What follows belongs to an exercise in optimizing a design on an open flow for small area and a short achievable clock period; a production flow would make more cautious choices. The RTL was checked by simulation tests, not by an equivalence proof against the original design.

==> tundra <==
==> flow/design.v (excerpt) <==
module cordicsqrt (
    input [15:0] N,
    input clk, in_valid,
    output [15:0] sqrt,
    output out_valid
  );
  wire [0:0] v = in_valid;
  wire [3:0] idx = N_q1[15] ? 4'd0 : N_q1[14] ? 4'd1 : N_q1[13] ? 4'd2 : N_q1[12] ? 4'd3 : N_q1[11] ? 4'd4 : N_q1[10] ? 4'd5 : N_q1[9] ? 4'd6 : N_q1[8] ? 4'd7 : N_q1[7] ? 4'd8 : N_q1[6] ? 4'd9 : N_q1[5] ? 4'd10 : N_q1[4] ? 4'd11 : N_q1[3] ? 4'd12 : N_q1[2] ? 4'd13 : N_q1[1] ? 4'd14 : N_q1[0] ? 4'd15 : 4'd0;
  wire [0:0] z = ~|N_q1;
  wire [15:0] nsh = N_q1 << idx;
  wire [12:0] m = nsh[14:2];
  wire [4:0] tag = ~v_q1 ? 5'd17 : z ? 5'd16 : {1'b0,idx};
  wire [12:0] xr0_op_1 = m_q2;
  wire [12:0] xr0_op_2 = m_q2;
  wire [12:0] xr0_op_3 = m_q2;
  wire [12:0] xr0_op_4 = m_q2;
  wire [12:0] xr0_op_5 = m_q2;
  wire [12:0] xr0_op_6 = m_q2;
  wire xr0_ha_7_s = xr0_op_1[10] ^ xr0_op_2[4];
  wire xr0_ha_7_c = xr0_op_1[10] & xr0_op_2[4];
  wire xr0_ha_8_s = xr0_op_1[11] ^ xr0_op_2[5];
  wire xr0_ha_8_c = xr0_op_1[11] & xr0_op_2[5];
  wire xr0_fa_9_s = xr0_op_1[12] ^ xr0_op_2[6] ^ xr0_op_3[4];
  wire xr0_fa_9_c = (xr0_op_1[12] & xr0_op_2[6]) | (xr0_op_1[12] & xr0_op_3[4]) | (xr0_op_2[6] & xr0_op_3[4]);
  wire xr0_ha_10_s = ~xr0_op_4[2] ^ ~xr0_op_5[0];
  wire xr0_ha_10_c = ~xr0_op_4[2] & ~xr0_op_5[0];
  ...
==> flow/config.mk <==
export PLATFORM = sky130hd
export DESIGN_NAME = cordicsqrt
export DESIGN_NICKNAME = cordicsqrt
export VERILOG_FILES = /design/flow/design.v
export SDC_FILE = /design/flow/constraint.sdc
export NUM_CORES = 4
export LEC_CHECK = 0
export CAP_MARGIN = 20
export CORE_MARGIN = 2
export CORE_UTILIZATION = 60
export SLEW_MARGIN = 20
==> flow/constraint.sdc <==
create_clock -name core_clock -period 10.0 [get_ports {clk}]
set_input_delay 2.0000 -clock core_clock [delete_from_list [all_inputs] [get_ports {clk}]]
set_output_delay 2.0000 -clock core_clock [all_outputs]
set_load 0.01 [all_outputs]
standard.sh (not shown) runs the stock make flow with config.mk's settings and CLKGATE_MAP_FILE= SYNTH_SCRIPT=/design/flow/synth_recipe.tcl, a recipe that flattens the netlist after the stock synthesis.
==> flow/flow/run.sh <==
#!/bin/bash
set -o pipefail
export SETUP_SLACK_MARGIN=${MARGIN:-6.9}
export CTS_ARGS="-sink_clustering_enable -repair_clock_nets -sink_clustering_size ${CSIZE:-20} -sink_clustering_max_diameter ${CDIAM:-80} -dont_use_dummy_load -buf_list {sky130_fd_sc_hd__clkbuf_16}"
bash standard.sh > standard.log 2>&1
==> lagoon (differences from tundra) <==
==> flow/flow/run.sh (replaced) <==
#!/bin/bash
set -o pipefail
export SETUP_SLACK_MARGIN=${MARGIN:-7.1}
export CTS_ARGS="-sink_clustering_enable -repair_clock_nets -sink_clustering_size ${CSIZE:-30} -sink_clustering_max_diameter ${CDIAM:-120} -dont_use_dummy_load -buf_list {sky130_fd_sc_hd__clkbuf_16}"
bash standard.sh > standard.log 2>&1
--- a/flow/config.mk
+++ b/flow/config.mk
@@ -5,6 +5,7 @@
 export SDC_FILE = /design/flow/constraint.sdc
 export NUM_CORES = 4
 export LEC_CHECK = 0
+export ABC_AREA = 1
 export CAP_MARGIN = 20
 export CORE_MARGIN = 2
 export CORE_UTILIZATION = 60
==> notes <==
Between lagoon and tundra, the lower cell count is in tundra (gap about 6%, measured against tundra). In lagoon the critical path depth is higher than in tundra, by 21. Between lagoon and tundra, the lower non-clock buffer count is in tundra (gap 392). Of tundra and lagoon, tundra has the higher clock-buffer cell count (gap 17). Routed wire length: lagoon is larger than tundra (about 14%). Against lagoon, the worst hold slack of tundra is lower by 0.011 ns. Synthesized cell count: lagoon is lower than tundra (about 0.47%). Sequential cell count is the same in tundra and lagoon. First-iteration DRC count: tundra is lower than lagoon (8.4%). In lagoon the core utilization is higher than in tundra, by 6.5 points.


==> run D <==
Starting RTL as in the previous note.
## cordicsqrt
module cordicsqrt (
    input [15:0] N,
    input clk, in_valid,
    output [15:0] sqrt,
    output out_valid
  );
clock: 10.0 ns
lec_check: 0
cap_margin: 20
core_margin: 2
core_utilization: 70
place_density: 0.75
slew_margin: 20
==> flow/flow/run.sh <==
#!/bin/bash
set -o pipefail
export SETUP_SLACK_MARGIN=${MARGIN:-6.9}
export CTS_ARGS="-sink_clustering_enable -repair_clock_nets -sink_clustering_size ${CSIZE:-20} -sink_clustering_max_diameter ${CDIAM:-80} -dont_use_dummy_load -buf_list {sky130_fd_sc_hd__clkbuf_16}"
bash standard.sh > standard.log 2>&1
==> run G: changes against run D <==
==> flow/flow/run.sh (replaced) <==
#!/bin/bash
set -o pipefail
export SETUP_SLACK_MARGIN=${MARGIN:-6.9}
bash standard.sh > standard.log 2>&1
CORE_UTILIZATION = 40   (was 70)
PLACE_DENSITY = default   (was 0.75)
==> notes.md <==
Final Instance Count excl. Fillers: run D 6530; run G 7358
Startpoint of the worst-slack reg-to-reg timing path: run D ps_fb_q19[10]$_DFF_P_; run G ps_fb_q19[5]$_DFF_P_
Routed via count divided by cell count: run D 6.10; run G 5.24
Fraction of area in multi-input gates: run D 57.8%; run G 54.9%
HPWL after DPL: run D 92100 µm; run G 90700 µm
Level count of the clock H-tree: run D 2; run G 3
Number of global-route vias before repair: run D 38900; run G 37100
Number of fill cells: run D 4970; run G 12000
Clock buffer count from CTS: run D 50; run G 94
Status: run D complete, no violations; run G complete, no violations
Floorplan core area: run D 71500 µm²; run G 126000 µm²
Clk_skew: run D 0.0252 ns; run G 0.0421 ns
Vertical die dimension: run D 273 µm; run G 360 µm
Destination of the worst hold path: run D tag_q12[3]$_DFF_P_; run G tag_q7[0]$_DFF_P_

==> what the ideal ports hide <==
The flow's constraints put no driver on any port. The routed layouts listed below were extracted and timed again, unchanged, in two steps. Step 1 sets driving cells, clkbuf_16 on the clock port and buf_2 on the other inputs (assumed; they add their load-dependent delay and slew). Step 2 adds t to the input delays and takes it off the output delays; t is the mean of the earliest and latest rising clock arrival at the registers after step 1. Input paths then give back, and output paths get back, about the clock's delay inside the block. Slacks: no drivers / after step 1 / after step 2; pairs: no drivers / after step 1.
run	shift t [ns]	slack for setup (ns)	worst hold slack (ns)	worst setup path at the end	latest minus earliest clock arrival (ns)
tundra	0.677	6.883 / 6.876 / 6.883	0.290 / 0.290 / 0.290	register to register	0.049 / 0.049
lagoon	0.639	6.361 / 6.361 / 6.361	0.301 / 0.301 / 0.301	register to register	0.098 / 0.098
run D	0.678	6.830 / 6.830 / 6.830	0.317 / 0.317 / 0.317	register to register	0.026 / 0.027
run G	0.774	6.820 / 6.744 / 6.820	0.302 / 0.302 / 0.302	register to register	0.047 / 0.047
After both steps setup and hold are still met in every run listed.
